From an optimization exercise on the open Yosys and OpenROAD flow, aimed at small area and a short achievable clock period; shortcuts taken in it are not production practice.
RTL that was checked went through simulation tests only; none was proved equivalent to the original.

==> inputs of v31 <==
// Filter_IIR
module Filter_IIR(Output, Input, clk, reset);
  input clk;
  input reset;
  input [31:0] Input;
  output [31:0] Output;
  reg [22:0] s1_d1, s1_d2;
  reg [22:0] s2_d1, s2_d2;
  reg [22:0] s3_d1, s3_d2;
  wire n0, n1;
  iir_ha un0 (.a(s1_d1[7]), .b(s1_d1[4]), .s(n0), .co(n1));
  wire n2, n3;
  iir_ha un2 (.a(s1_d1[8]), .b(s1_d1[5]), .s(n2), .co(n3));
  wire n4, n5;
  iir_ha un4 (.a(s1_d1[9]), .b(s1_d1[6]), .s(n4), .co(n5));
  wire n6, n7;
  iir_ha un6 (.a(s1_d1[10]), .b(s1_d1[7]), .s(n6), .co(n7));
  wire n8, n9;
  iir_ha un8 (.a(s1_d1[11]), .b(s1_d1[8]), .s(n8), .co(n9));
  wire n10, n11;
  iir_ha un10 (.a(s1_d1[12]), .b(s1_d1[9]), .s(n10), .co(n11));
  wire n12, n13;
  iir_ha un12 (.a(s1_d1[13]), .b(s1_d1[10]), .s(n12), .co(n13));
  wire n14, n15;
  iir_ha un14 (.a(s1_d1[14]), .b(s1_d1[11]), .s(n14), .co(n15));
  wire n16, n17;
  iir_ha un16 (.a(s1_d1[15]), .b(s1_d1[12]), .s(n16), .co(n17));
  wire n18, n19;
  iir_ha un18 (.a(s1_d1[16]), .b(s1_d1[13]), .s(n18), .co(n19));
  wire n20, n21;
  iir_ha un20 (.a(s1_d1[17]), .b(s1_d1[14]), .s(n20), .co(n21));
  wire n22, n23;
  ...
clock: 40.0 ns
lec_check: 0
cap_margin: 20
core_margin: 2
core_utilization: 40
slew_margin: 20
synth_hierarchical: 1
synth_minimum_keep_size: 0
standard.sh (not shown) runs the stock make flow with config.mk's settings and CLKGATE_MAP_FILE= SYNTH_SCRIPT=/design/flow/synth_recipe.tcl, a recipe that flattens the netlist after the stock synthesis.
==> flow/flow/run.sh <==
#!/bin/bash
export BUFFER_PORTS_ARGS="-buffer_cell sky130_fd_sc_hd__buf_2"
bash standard.sh > standard.log 2>&1
==> inputs of v38, as changes to v31 <==
--- a/flow/config.mk
+++ b/flow/config.mk
@@ -8,6 +8,8 @@
 export CAP_MARGIN = 20
 export CORE_MARGIN = 2
 export CORE_UTILIZATION = 40
+export CTS_BUF_LIST = sky130_fd_sc_hd__clkbuf_8
+export CTS_CLUSTER_SIZE = 30
 export SLEW_MARGIN = 20
 export SYNTH_HIERARCHICAL = 1
 export SYNTH_MINIMUM_KEEP_SIZE = 0
==> results.txt <==
Detail Route met3 WL: v31 2.51 mm; v38 2.51 mm
Clock root cell: v31 sky130_fd_sc_hd__clkbuf_16; v38 sky130_fd_sc_hd__clkbuf_8
Starting DRC count in detailed routing: v31 712; v38 629
Depth of the most critical reg-to-reg path: v31 72; v38 73
Share of the clock period used by the worst path: v31 0.758; v38 0.762
Slowest stage delay, CP: v31 0.68 ns; v38 0.69 ns
Final critical-path required period: v31 30.34 ns; v38 30.47 ns
Data arrival time of the critical path: v31 22.34 ns; v38 22.47 ns
Max-Slew Margin vs Limit: v31 0.338; v38 0.334
Clock Latency Late Sink: v31 0.49 ns; v38 0.57 ns
Run status: v31 timing/DRC/antenna clean; v38 timing/DRC/antenna clean
Utilization after layout: v31 0.431; v38 0.428
Met2 WL: v31 32.2 mm; v38 32.2 mm
Combined global-route utilization of all metal layers: v31 0.183; v38 0.183

========
==> run G: inputs <==
Filter_IIR, a different RTL version from the one above (not shown whole).
Settings: LEC_CHECK=0, CAP_MARGIN=20, CORE_MARGIN=2, CORE_UTILIZATION=40, SLEW_MARGIN=20, SYNTH_HIERARCHICAL=1, SYNTH_MINIMUM_KEEP_SIZE=0; clock period 40.0 ns.
Scripts as last shown in full above: flow/flow/run.sh
==> inputs of run P, as changes to run G <==
--- a/flow/config.mk
+++ b/flow/config.mk
@@ -8,6 +8,8 @@
 export CAP_MARGIN = 20
 export CORE_MARGIN = 2
 export CORE_UTILIZATION = 40
+export CTS_BUF_LIST = sky130_fd_sc_hd__clkbuf_8
+export CTS_CLUSTER_SIZE = 30
 export SLEW_MARGIN = 20
 export SYNTH_HIERARCHICAL = 1
 export SYNTH_MINIMUM_KEEP_SIZE = 0
==> results.txt <==
Of run P and run G, run G has the higher via count (gap 0.33%, measured against run G). Against run G, the core utilization of run P is lower by 0.25 points. Global-route usage is about the same in run P and run G. Against run P, the first-iteration DRC count of run G is smaller by 0.63%. Die area is the same in run P and run G. Between run P and run G, the lower setup slack is in run P (gap 0.037 ns). Final cell count is about the same in run G and run P.
==> figures <==
|  | run G | run P |
|---|---|---|
| Layout Cell Area excl Fill | 0.0324 mm^2 | 0.0322 mm^2 |
| Fraction of the core area covered by cells at the end of the flow | 0.433 | 0.431 |
| Sequential share of cell area | 0.125 | 0.126 |
| Non-clock buffering overhead | 0.0120 | 0.0120 |
| Result of the run | timing/DRC/antenna clean | timing/DRC/antenna clean |
| Met2 WL post-DR | 32,900 um | 32,900 um |
| Clock network contribution to total cell area | 0.0188 | 0.0130 |
| Via count of the first global-routing pass | 20.4k | 20.3k |
| Relative area change from synthesis to final layout | 6.77% | 6.15% |
| Met2 track demand over resource | 0.316 | 0.317 |
| Final critical path time including I/O delays and setup | 27.86 ns | 27.90 ns |
| Initial DRC count | 628 | 632 |
| GR Util All Layers | 0.183 | 0.183 |
No run of this note included a check of the RTL's function; only the layout flow was run.

========
==> inputs of job 7841 <==
Filter_IIR, a different RTL version from the one above (not shown whole).
Design Filter_IIR, start of the top module:
module Filter_IIR(Output, Input, clk, reset);
  input clk;
  input reset;
  input [31:0] Input;
  output [31:0] Output;
  reg [22:0] s1_d1;
  reg [23:0] s1_dd;
  reg [23:0] s1_c;
  reg [22:0] s2_d1, s2_d2;
  reg [22:0] s3_d1, s3_d2;
  wire n0, n1;
  iir_ha un0 (.a(s2_d1[0]), .b(s2_d1[3]), .s(n0), .co(n1));
  wire n2, n3;
  iir_fa un2 (.a(s2_d1[1]), .b(s2_d1[4]), .c(n1), .s(n2), .co(n3));
  wire n4, n5;
  iir_fa un4 (.a(s2_d1[2]), .b(s2_d1[5]), .c(n3), .s(n4), .co(n5));
  wire n6, n7;
  iir_fa un6 (.a(s2_d1[3]), .b(s2_d1[6]), .c(n5), .s(n6), .co(n7));
  wire n8, n9;
  iir_fa un8 (.a(s2_d1[4]), .b(s2_d1[7]), .c(n7), .s(n8), .co(n9));
  wire n10, n11;
  iir_fa un10 (.a(s2_d1[5]), .b(s2_d1[8]), .c(n9), .s(n10), .co(n11));
  wire n12, n13;
  iir_fa un12 (.a(s2_d1[6]), .b(s2_d1[9]), .c(n11), .s(n12), .co(n13));
  wire n14, n15;
  iir_fa un14 (.a(s2_d1[7]), .b(s2_d1[10]), .c(n13), .s(n14), .co(n15));
  wire n16, n17;
  iir_fa un16 (.a(s2_d1[8]), .b(s2_d1[11]), .c(n15), .s(n16), .co(n17));
  wire n18, n19;
  iir_fa un18 (.a(s2_d1[9]), .b(s2_d1[12]), .c(n17), .s(n18), .co(n19));
  wire n20, n21;
  iir_fa un20 (.a(s2_d1[10]), .b(s2_d1[13]), .c(n19), .s(n20), .co(n21));
  wire n22, n23;
  iir_fa un22 (.a(s2_d1[11]), .b(s2_d1[14]), .c(n21), .s(n22), .co(n23));
  wire n24, n25;
  iir_fa un24 (.a(s2_d1[12]), .b(s2_d1[15]), .c(n23), .s(n24), .co(n25));
  wire n26, n27;
  iir_fa un26 (.a(s2_d1[13]), .b(s2_d1[16]), .c(n25), .s(n26), .co(n27));
  wire n28, n29;
  iir_fa un28 (.a(s2_d1[14]), .b(s2_d1[17]), .c(n27), .s(n28), .co(n29));
  wire n30, n31;
  iir_fa un30 (.a(s2_d1[15]), .b(s2_d1[18]), .c(n29), .s(n30), .co(n31));
  wire n32, n33;
  iir_fa un32 (.a(s2_d1[16]), .b(s2_d1[19]), .c(n31), .s(n32), .co(n33));
  wire n34, n35;
  iir_fa un34 (.a(s2_d1[17]), .b(s2_d1[20]), .c(n33), .s(n34), .co(n35));
  wire n36, n37;
  iir_fa un36 (.a(s2_d1[18]), .b(s2_d1[21]), .c(n35), .s(n36), .co(n37));
  wire n38 = ~n37;
  wire n39, n40;
  ...
export LEC_CHECK = 0
export CAP_MARGIN = 20
export CORE_MARGIN = 2
export CORE_UTILIZATION = 40
export CTS_BUF_LIST = sky130_fd_sc_hd__clkbuf_8
export CTS_CLUSTER_SIZE = 30
export SLEW_MARGIN = 20
export SYNTH_HIERARCHICAL = 1
export SYNTH_MINIMUM_KEEP_SIZE = 0
create_clock -name core_clock -period 40.0 [get_ports {clk}]
Scripts as last shown in full above: flow/flow/run.sh
==> job 8788 (differences from job 7841) <==
--- a/flow/design.v
+++ b/flow/design.v
@@ -3644,96 +3644,52 @@
   iir_fa un3631 (.a(n3630), .b(n3578), .c(n3629), .s(n3631), .co(n3632));
   wire n3633 = ~n3579;
   wire n3634, n3635;
   iir_fa un3634 (.a(n3633), .b(n3580), .c(n3632), .s(n3634), .co(n3635));
   wire n3636 = ~n3581;
   wire n3637, n3638;
   iir_fa un3637 (.a(n3636), .b(n3582), .c(n3635), .s(n3637), .co(n3638));
-  wire n3639 = n3583 ^ n3584;
-  wire n3640 = n3583 & ~n3584;
-  wire n3641, n3642;
-  iir_fa un3641 (.a(n3585), .b(n3586), .c(n3640), .s(n3641), .co(n3642));
-  wire n3643 = ~n3587;
-  wire n3644, n3645;
-  iir_fa un3644 (.a(n3643), .b(n3588), .c(n3642), .s(n3644), .co(n3645));
-  wire n3646 = ~n3645;
-  wire n3647, n3648;
-  iir_fa un3647 (.a(n3589), .b(n3590), .c(n3646), .s(n3647), .co(n3648));
-  wire n3649 = ~n3648;
-  wire n3650, n3651;
-  iir_fa un3650 (.a(n3591), .b(n3592), .c(n3649), .s(n3650), .co(n3651));
-  wire n3652 = ~n3593;
-  wire n3653, n3654;
-  iir_fa un3653 (.a(n3652), .b(n3594), .c(n3651), .s(n3653), .co(n3654));
-  wire n3655 = ~n3595;
-  wire n3656, n3657;
-  iir_fa un3656 (.a(n3655), .b(n3596), .c(n3654), .s(n3656), .co(n3657));
-  wire n3658 = ~n3597;
-  wire n3659, n3660;
-  iir_fa un3659 (.a(n3658), .b(n3598), .c(n3657), .s(n3659), .co(n3660));
-  wire n3661 = ~n3599;
-  wire n3662, n3663;
-  iir_fa un3662 (.a(n3661), .b(n3600), .c(n3660), .s(n3662), .co(n3663));
-  wire n3664 = ~n3601;
-  wire n3665, n3666;
-  iir_fa un3665 (.a(n3664), .b(n3602), .c(n3663), .s(n3665), .co(n3666));
-  wire n3667 = ~n3666;
-  wire n3668, n3669;
-  iir_fa un3668 (.a(n3603), .b(n3604), .c(n3667), .s(n3668), .co(n3669));
-  wire n3670 = n3605 ^ n3606;
-  wire n3671 = n3670 ^ n3669;
-  wire n3672 = n3583 ^ n3584;
-  wire n3673 = ~n3583 & n3584;
-  wire n3674 = ~n3673;
-  wire n3675, n3676;
-  iir_fa un3675 (.a(n3585), .b(n3586), .c(n3674), .s(n3675), .co(n3676));
-  wire n3677 = ~n3587;
-  wire n3678, n3679;
-  iir_fa un3678 (.a(n3677), .b(n3588), .c(n3676), .s(n3678), .co(n3679));
-  wire n3680 = ~n3679;
-  wire n3681, n3682;
-  iir_fa un3681 (.a(n3589), .b(n3590), .c(n3680), .s(n3681), .co(n3682));
-  wire n3683 = ~n3682;
-  wire n3684, n3685;
-  iir_fa un3684 (.a(n3591), .b(n3592), .c(n3683), .s(n3684), .co(n3685));
-  wire n3686 = ~n3593;
-  wire n3687, n3688;
-  iir_fa un3687 (.a(n3686), .b(n3594), .c(n3685), .s(n3687), .co(n3688));
-  wire n3689 = ~n3595;
-  wire n3690, n3691;
-  iir_fa un3690 (.a(n3689), .b(n3596), .c(n3688), .s(n3690), .co(n3691));
-  wire n3692 = ~n3597;
-  wire n3693, n3694;
-  iir_fa un3693 (.a(n3692), .b(n3598), .c(n3691), .s(n3693), .co(n3694));
-  wire n3695 = ~n3599;
-  wire n3696, n3697;
-  iir_fa un3696 (.a(n3695), .b(n3600), .c(n3694), .s(n3696), .co(n3697));
-  wire n3698 = ~n3601;
-  wire n3699, n3700;
-  iir_fa un3699 (.a(n3698), .b(n3602), .c(n3697), .s(n3699), .co(n3700));
-  wire n3701 = ~n3700;
-  wire n3702, n3703;
-  iir_fa un3702 (.a(n3603), .b(n3604), .c(n3701), .s(n3702), .co(n3703));
-  wire n3704 = n3605 ^ n3606;
-  wire n3705 = n3704 ^ n3703;
-  wire n3706 = ~n3638 ? n3672 : ~n3639;
-  wire n3707 = ~n3638 ? n3675 : n3641;
-  wire n3708 = ~n3638 ? n3678 : n3644;
-  wire n3709 = ~n3638 ? ~n3681 : ~n3647;
-  wire n3710 = ~n3638 ? n3684 : n3650;
-  wire n3711 = ~n3638 ? n3687 : n3653;
-  wire n3712 = ~n3638 ? n3690 : n3656;
-  wire n3713 = ~n3638 ? n3693 : n3659;
-  wire n3714 = ~n3638 ? n3696 : n3662;
-  wire n3715 = ~n3638 ? n3699 : n3665;
-  wire n3716 = ~n3638 ? ~n3702 : ~n3668;
-  wire n3717 = ~n3638 ? n3705 : n3671;
+  wire n3639 = ~n3583;
+  wire n3640, n3641;
+  iir_fa un3640 (.a(n3639), .b(n3584), .c(n3638), .s(n3640), .co(n3641));
+  wire n3642 = ~n3641;
+  wire n3643, n3644;
+  iir_fa un3643 (.a(n3585), .b(n3586), .c(n3642), .s(n3643), .co(n3644));
+  wire n3645 = ~n3587;
+  wire n3646, n3647;
+  iir_fa un3646 (.a(n3645), .b(n3588), .c(n3644), .s(n3646), .co(n3647));
+  wire n3648 = ~n3647;
+  wire n3649, n3650;
+  iir_fa un3649 (.a(n3589), .b(n3590), .c(n3648), .s(n3649), .co(n3650));
+  wire n3651 = ~n3650;
+  wire n3652, n3653;
+  iir_fa un3652 (.a(n3591), .b(n3592), .c(n3651), .s(n3652), .co(n3653));
+  wire n3654 = ~n3593;
+  wire n3655, n3656;
+  iir_fa un3655 (.a(n3654), .b(n3594), .c(n3653), .s(n3655), .co(n3656));
+  wire n3657 = ~n3595;
+  wire n3658, n3659;
+  iir_fa un3658 (.a(n3657), .b(n3596), .c(n3656), .s(n3658), .co(n3659));
+  wire n3660 = ~n3597;
+  wire n3661, n3662;
+  iir_fa un3661 (.a(n3660), .b(n3598), .c(n3659), .s(n3661), .co(n3662));
+  wire n3663 = ~n3599;
+  wire n3664, n3665;
+  iir_fa un3664 (.a(n3663), .b(n3600), .c(n3662), .s(n3664), .co(n3665));
+  wire n3666 = ~n3601;
+  wire n3667, n3668;
+  iir_fa un3667 (.a(n3666), .b(n3602), .c(n3665), .s(n3667), .co(n3668));
+  wire n3669 = ~n3668;
+  wire n3670, n3671;
+  iir_fa un3670 (.a(n3603), .b(n3604), .c(n3669), .s(n3670), .co(n3671));
+  wire n3672 = n3605 ^ n3606;
+  wire n3673 = n3672 ^ n3671;
   wire [22:0] s1_w = {n1914, ~n1911, ~n1908, ~n1905, ~n1902, ~n1899, ~n1896, ~n1893, ~n1890, ~n1887, ~n1884, ~n1881, ~n1878, ~n1875, ~n1872, ~n1869, ~n1866, ~n1863, ~n1860, ~n1857, ~n1854, ~n1851, ~n1848};
   wire [22:0] s2_w = {n3021, ~n3018, ~n3015, ~n3012, ~n3010, n3007, n3004, n3002, n3000, n2998, n2996, n2993, n2990, n2987, n2984, n2981, n2978, n2975, n2972, n2969, n2966, n2963, n2960};
-  wire [22:0] s3_w = {n3717, n3716, n3715, n3714, n3713, n3712, n3711, n3710, n3709, n3708, n3707, n3706, ~n3637, ~n3634, ~n3631, ~n3628, ~n3625, ~n3622, ~n3619, ~n3616, ~n3613, ~n3610, ~n3607};
+  wire [22:0] s3_w = {n3673, ~n3670, n3667, n3664, n3661, n3658, n3655, n3652, ~n3649, n3646, n3643, ~n3640, ~n3637, ~n3634, ~n3631, ~n3628, ~n3625, ~n3622, ~n3619, ~n3616, ~n3613, ~n3610, ~n3607};
   wire [23:0] y = {n3563, n3561, n3559, ~n3380, ~n3379, ~n3378, ~n3377, ~n3376, ~n3375, n3374, ~n3373, ~n3372, n3371, n3370, n3369, n3368, n3367, n3366, n3365, n3364, n3363, n3362, n3361, ~n3360};
   assign Output = {{8{y[23]}}, y};
   wire [23:0] s1_nd = {n2429, ~n2428, ~n2425, ~n2422, n2419, n2416, n2413, n2410, n2407, n2405, n2403, n2401, n2399, n2397, n2395, n2393, n2391, n2389, n2387, n2385, n2383, n2381, n2379, n2377};
   wire [23:0] s1_nc = {~n2583, ~n2580, ~n2577, n2574, n2571, n2569, n2567, n2565, n2563, n2561, n2559, n2557, n2555, n2553, n2551, n2549, n2547, n2545, n2543, n2541, n2539, n2537, n2535, n2532};
   always @(posedge clk or negedge reset)
     if (~reset) begin s1_d1 <= 23'd0; s1_c <= 24'd0; s1_dd <= 0; end
     else begin s1_d1 <= s1_w; s1_c <= s1_nc; s1_dd <= s1_nd; end
==> results.txt <==
Against job 8788, the global-route usage of job 7841 is higher by 0.57 points. Job 8788 completed without violations. Job 7841 finished clean. Between job 8788 and job 7841, the lower via count is in job 8788 (gap 1.1%, measured against job 7841). Of job 8788 and job 7841, job 8788 has the higher sequential share of layout area (gap 0.11 points).
==> figures <==
	job 8788	job 7841
Arrival @ worst endpoint	20.32 ns	20.03 ns
Run status	finished clean	finished clean
Initial standard-cell utilization of the core	40.5%	40.3%
Compound-cell area share of the yosys netlist	3.72%	3.67%
Critical Path Source	Input[14]	Input[15]
Multi-input combinational cell count	1587	1603
DR iter-0 viols	821	741
Final area over synthesized area	1.062x	1.063x
Simple logic cell fraction of the synthesized area	2.52%	2.43%
Function was not checked in any run of this note: the RTL went through the layout flow alone.

[afterwards: timing with drivers on the ports]
In the flow no input, the clock included, has a driving cell. The finished layouts below were timed again as built, in two steps. Step 1: set_driving_cell puts a clkbuf_16 on clk and a buf_2 on each other input, an assumption about the parent block. Step 2 times the ports against the registers' clock, not the clock port: input delays grow and output delays shrink by t, the midpoint of the rising clock arrivals with the driver on. Three values: no drivers, after step 1, after step 2; two values: the first two.
run | t, ns | setup WS [ns] | worst setup path at the end | pins driven straight from the clock port
v31 | 0.534 | 9.665 / 9.613 / 9.774 | input to output | 1
v38 | 0.612 | 9.529 / 9.476 / 9.685 | input to output | 1
run G | 0.548 | 12.141 / 12.115 / 12.115 | input to output | 1
run P | 0.629 | 12.104 / 12.078 / 12.078 | input to output | 1
job 7841 | 0.629 | 11.971 / 11.953 / 11.953 | input to output | 1
job 8788 | 0.631 | 11.676 / 11.654 / 11.654 | input to output | 1
After both steps every run listed still meets setup and hold.
